What follows belongs to an exercise in optimizing a design on an open flow for small area, a short achievable clock period and few clock cycles per item; a production flow would make more cautious choices. Only simulation tests tie the RTL to the original design; equivalence was not proved. Power figures rest on the tool's default switching activity, not on a simulated workload.

==> flow/run.sh <==
#!/bin/bash
# synth_recipe.tcl (not shown) runs the flow's synth.tcl, then flattens the netlist and writes it again
# the make line also repeats each setting of config.mk as NAME=value (left out here)
make -C /OpenROAD-flow-scripts/flow DESIGN_CONFIG=/design/flow/config.mk WORK_HOME=/design/flow/orfs CLKGATE_MAP_FILE= SYNTH_SCRIPT=/design/flow/synth_recipe.tcl finish
==> flow/constraint.sdc <==
create_clock -name core_clock -period 3.5 [get_ports {ACLK}]
set_input_delay 0.7000 -clock core_clock [delete_from_list [all_inputs] [get_ports {ACLK}]]
set_output_delay 0.7000 -clock core_clock [all_outputs]
set_load 0.01 [all_outputs]
==> flow/design.v <==
module axi_lite_reg_interface #(
    parameter REG_WIDTH = 32,
    parameter WRITE_REG_COUNT = 4,
    parameter READ_REG_COUNT = 2
)(
    input  wire                     ACLK,
    input  wire                     ARESETn,
    input  wire [31:0]              AWADDR,
    input  wire                     AWVALID,
    output reg                      AWREADY,
    input  wire [REG_WIDTH-1:0]    WDATA,
    input  wire [(REG_WIDTH/8)-1:0] WSTRB,
    input  wire                     WVALID,
    output reg                      WREADY,
    output reg                      BVALID,
    input  wire                     BREADY,
    output reg [1:0]                BRESP,
    input  wire [31:0]              ARADDR,
    input  wire                     ARVALID,
    output reg                      ARREADY,
    output reg [REG_WIDTH-1:0]     RDATA,
    output reg                     RVALID,
    input  wire                    RREADY,
    output reg [1:0]               RRESP,
    output wire                   start,
    output wire                   irq_enable,
    input  wire                   busy,
    input  wire                   done,
    output reg [REG_WIDTH-1:0]   src_addr,
    output reg [REG_WIDTH-1:0]   dst_addr,
    output reg [REG_WIDTH-1:0]   length
);
localparam IDLE       = 2'd0;
localparam WRITE_DATA = 2'd1;
localparam WRITE_RESP = 2'd2;
localparam READ_DATA  = 2'd3;
reg [1:0] state, state_next;
reg [REG_WIDTH-3:0] address_reg, address_next;
reg [REG_WIDTH-1:0] reg_space [0:WRITE_REG_COUNT+READ_REG_COUNT-1];
reg [REG_WIDTH-1:0] reg_space_next [0:WRITE_REG_COUNT+READ_REG_COUNT-1];
assign start = reg_space[0][0];
assign irq_enable = reg_space[0][1];
integer i;
always @(posedge ACLK or negedge ARESETn) begin
    if (!ARESETn) begin
        state <= IDLE;
        address_reg <= 0;
        for (i=0; i < WRITE_REG_COUNT + READ_REG_COUNT; i=i+1) begin
            reg_space[i] <= 0;
        end
    end else begin
        state <= state_next;
        address_reg <= address_next;
        for (i=0; i < WRITE_REG_COUNT + READ_REG_COUNT; i=i+1) begin
            reg_space[i] <= reg_space_next[i];
        end
    end
end
always @* begin
    state_next = state;
    address_next = address_reg;
    AWREADY = 0;
    WREADY = 0;
    BVALID = 0;
    BRESP = 2'b00;
    ARREADY = 0;
    RVALID = 0;
    RDATA = {REG_WIDTH{1'b0}};
    RRESP = 2'b00;
    for (i=0; i < WRITE_REG_COUNT + READ_REG_COUNT; i=i+1) begin
        reg_space_next[i] = reg_space[i];
    end
    reg_space_next[0][0] = 1'b0;
    if ((WRITE_REG_COUNT) < (WRITE_REG_COUNT + READ_REG_COUNT))
        reg_space_next[WRITE_REG_COUNT][1:0] = {done, busy};
    case(state)
        IDLE: begin
            if (AWVALID) begin
                state_next = WRITE_DATA;
                AWREADY = 1;
                address_next = AWADDR[REG_WIDTH-1:2];
            end else if (ARVALID) begin
                state_next = READ_DATA;
                ARREADY = 1;
                address_next = ARADDR[REG_WIDTH-1:2];
            end
        end
        WRITE_DATA: begin
            if (WVALID) begin
                WREADY = 1;
                if (address_reg < WRITE_REG_COUNT) begin
                    for (i = 0; i < REG_WIDTH/8; i = i + 1) begin
                        if (WSTRB[i]) begin
                            reg_space_next[address_reg][8*i +: 8] = WDATA[8*i +: 8];
                        end
                    end
                end
                state_next = WRITE_RESP;
            end
        end
        WRITE_RESP: begin
            BVALID = 1;
            if (address_reg >= WRITE_REG_COUNT) begin
                BRESP = 2'b11;  
            end else begin
                BRESP = 2'b00;  
            end
            if (BREADY) begin
                state_next = IDLE;
            end
        end
        READ_DATA: begin
            RVALID = 1;
            if (address_reg < WRITE_REG_COUNT + READ_REG_COUNT) begin
                RDATA = reg_space[address_reg];
                RRESP = 2'b00;
            end else begin
                RRESP = 2'b11;  
            end
            if (RREADY) begin
                state_next = IDLE;
            end
        end
        default: begin
            state_next = IDLE;
        end
    endcase
end
always @* begin
    src_addr = reg_space[1];
    dst_addr = reg_space[2];
    length = reg_space[3];
end
endmodule
==> flow/config.mk <==
export PLATFORM = sky130hd
export DESIGN_NAME = axi_lite_reg_interface
export DESIGN_NICKNAME = axi_lite_reg_interface
export VERILOG_FILES = /design/flow/design.v
export SDC_FILE = /design/flow/constraint.sdc
export NUM_CORES = 4
export LEC_CHECK = 0
export CAP_MARGIN = 20
export CORE_MARGIN = 2
export CORE_UTILIZATION = 40
export SLEW_MARGIN = 20
==> summary.md <==
| Metric | Value |
|---|---|
| Status | finished clean |
| Clock latency on the worst-skew pair | approximately 520 ps |
| Post-Route WL | 27740 um |
| Final #Nets | roughly 1200 |
| Cell family with most CP delay | simple AND/OR/NAND/NOR gates |
| Htree depth | 1 |
| Wirelength per Cell | approximately 19 um |
| Seq/Total Area, Yosys | 0.5378 |
| Number of synthesis warnings | 3 |
| Number of CTS-inserted buffers | 25 |
| RSZ-0062 raised after global routing | false |
| Detailed router's first-iteration violation count | around 500 |
| Leakage | approximately 6.5 nW |
| Ant. Diodes | 0 |
| Syn Inst Count | about 930 |
| Die Y | roughly 170 um |
| Commonest cells after routing, fill and taps aside | dfrtp_1, clkdlybuf4s50_1, mux2_2 |
| Final hold vios | 0 |
| Commonest non-fill, non-tap cell in the layout | dfrtp_1 |
| Number of global-route vias before repair | between 7000 and 8000 |
| Die ar. | 27370 sq um |
| Synthesized flop and latch total | approximately 220 |
| Post-route minimum period | ~3400 ps |
| Max Fclk | about 300 MHz |
| Critical-path cell list | nor4_2 -> nand4_1 -> or3_4 -> buf_12 -> a311oi_1 -> dlygate4sd2_1 |
| Synth unique cells | 38 |
| Area grow syn2layout | 35.31% |
| Port Buffers | roughly 240 |
| Via density | about 5 |
| Crit. End Element | output pin |
| Initial antenna violation count | 0 |
| Congestion Overflow GR | 0 |
| Worst path max stage delay | 460 ps |
| Data arrival, critical path | approximately 2700 ps |
| Syn_nets | a little over 1000 |
| Worst Setup Start Kind | flop |
| Met3 Usage GRT | 0.03696 |
| Clk sinks | between 200 and 250 |
| Post-route non-filler standard cell count | roughly 1500 |
| WP data required | between 2000 and 3000 ps |
| # placed instances | approximately 1400 |
| GRT Total Usage | 0.2024 |
| Worst-Margin Slew | ~690 ps |
| Largest register FFs | 192 |
| GP Congestion | 0.7697 |
| Post-Synthesis Mean Instance Area | around 11 sq um |
| Root buf cell | clkbuf_16 |
| Rows | just under 60 |
| Grt met2 use | 0.3288 |
| CP Class | reg -> out |
| Worst ir drop on vdd | slightly above 0.0005 V |
| First-pass GRT wire length | 42800 um |
| I/O pin count | ~250 |
| Final ANT Viol Nets | 0 |
| Total negative slack | 0 ps |
| # setup viols final | 0 |
| Initial DRT Pass Iterations | 4 |
| Rel. slew slack | 0.5378 |
| Worst hold path type | in -> async |
| Buf/Inv on CP | 2 |
| CTS Buffer Depth | 3 |
| Initial Util | 0.4034 |
| Slowest CP cell | or3_4 |
| Total of max-cap violations | 0 |
| DRC | 0 |
| Busiest layer in global routing | met2 |
| Post-DP HPWL | about 19000 um |
| Pwr dens | approximately 560 nW/um^2 |
| Share of layout cells above drive strength 1 | 0.2162 |
| Fin crit share | 0.9667 |
| Core area | about 26000 sq um |
| Die X | approximately 170 um |
| Worst-path fanout max | 18 |
| Skew final | 17.89 ps |
| Slew Viols, Final | 0 |
| Clock-pin slew on the worst setup and hold paths | 60 ps |
| Detailed-route via count | 7493 |
| Setup Buffers After CTS | 0 |
| Cell Area, Synth | 10420 sq um |
| Met1 Track Usage GR | 0.2826 |
| Largest net degree at the start of global routing | between 90 and 100 |
| Fillers | around 2300 |
| CTS tree | built |
-- synthesized netlist by cell type, drive strengths merged --
master  instances  area, sq um
a22oi          19        142.6
a22o           13        113.9
clkbuf        115        431.7
a21o            1        7.510
buf            10        55.05
mux2i          31        310.3
nand3           1        17.52
o31a            1        8.760
nor4           19        329.1
nor2           65        244.0
nand2          40        150.1
nand4           2        12.51
o22ai          18        112.6
and3b           2        17.52
nor2b          46        287.8
o21bai         13        97.59
o21ai          34        170.2
inv            32        120.1
nand3b          1        7.510
or3             1        6.260
nor3b           2        20.02
nand2b          2        12.51
or3b            2        17.52
a21oi          63        315.3
mux2          128         1471
dfrtp         224         5605
a211oi         19        142.6
nor3            8        60.06
and2            1        6.260
a311oi         14        122.6
a21boi          1        7.510
-- stage by stage --
stage	instance area, sq um	power [mW]	hold slack, ps	worst slack, ps	util
4_1_cts	14100	8.008	222.5	88.17	0.5459
3_3_place_gp	13220	5.157	359.3	109.4	0.5118
3_5_place_dp	13220	5.176	361.7	151.2	0.5118
2_1_floorplan	10420	4.339	404.4	719.9	-
5_1_grt	14100	8.379	255.6	11.75	0.5459
6_report	14100	7.930	210.0	116.6	0.5459
-- worst paths after layout --
kind	start	endpoint	slack (ps)	depth (start not counted)
hold / removal	ARESETn	reg_space[3][12]	210	1
min in group core_clock	reg_space[4][30]	reg_space[4][30]	370	0
hold reg to reg	reg_space[4][30]	reg_space[4][30]	370	0
setup / recovery	address_reg[29]	RDATA[30]	120	6
setup reg to reg	address_reg[2]	reg_space[0][6]	880	6
max in group asynchronous	ARESETn	address_reg[27]	2490	2
-- cell type report --
type | instances | area (sq um) | share of cell area
clock buffer | 38 | 744.5 | 0.05278
clock inverter | 7 | 138.9 | 0.009847
inverter | 32 | 120.1 | 0.008516
multi-input combinational | 547 | 4273 | 0.3029
sequential | 224 | 5614 | 0.3980
tap | 335 | 419.2 | 0.02972
timing repair buffer | 285 | 2795 | 0.1982
-- metal layers --
metal	part of all wire	wire length [um]
met1	0.45	12610
met2	0.47	13080
met3	0.056	1561
met4	0.018	486
met5	0	0
-- what timing repair did --
item                       4_1_cts  5_1_grt
setup endpoints to repair       32        0
hold buffers                     0        0
resized for setup               41        0
-- power by group --
group          internal [mW]  switching [mW]  total [mW]
combinational          0.814            1.37        2.18
clock                   1.75            1.04        2.79
sequential              2.78           0.172        2.96
total                   5.35            2.58        7.93
-- worst reg2reg max path: stages (launching register included) --
cell,delay (ps)
dfrtp_4,520
buf_12,210
nor3_1,400
nand4_1,420
nor3_2,390
buf_4,230
mux2_2,350
-- kinds of logic after synthesis --
group / Yosys count / share of synthesized area
mux: 159 / 0.1709
flops: 224 / 0.5378
compound gates: 196 / 0.1191
simple gates: 192 / 0.1140
buf+inv: 157 / 0.05822
Testbench counts, summed over its fixed seeds: cycles 8,501, items 3,217.

-- re-timing with driven ports --
In the flow no input, the clock included, has a driving cell. The finished layout below was timed again as built, in two steps.
Step 1 (the two cells are an assumption about what drives the block):
set clk [get_ports {ACLK}]
set_driving_cell -lib_cell sky130_fd_sc_hd__clkbuf_16 $clk
set_driving_cell -lib_cell sky130_fd_sc_hd__buf_2 [delete_from_list [all_inputs] $clk]
Step 2 also shifts input and output timing later by t, the mid clock arrival at the registers, as if the neighbouring blocks saw the same clock.
Three values: ideal, step 1, step 2; two values: the first two.
t (ns): 0.564
setup slack, ns: 0.117 / 0.068 / 0.500
worst setup path at the end: input to register
latest minus earliest clock arrival (ns): 0.018 / 0.018
After both steps setup and hold are still met in this run. For this run, drivers alone change the setup slack by -0.049 ns; drivers and shift together by +0.383 ns.
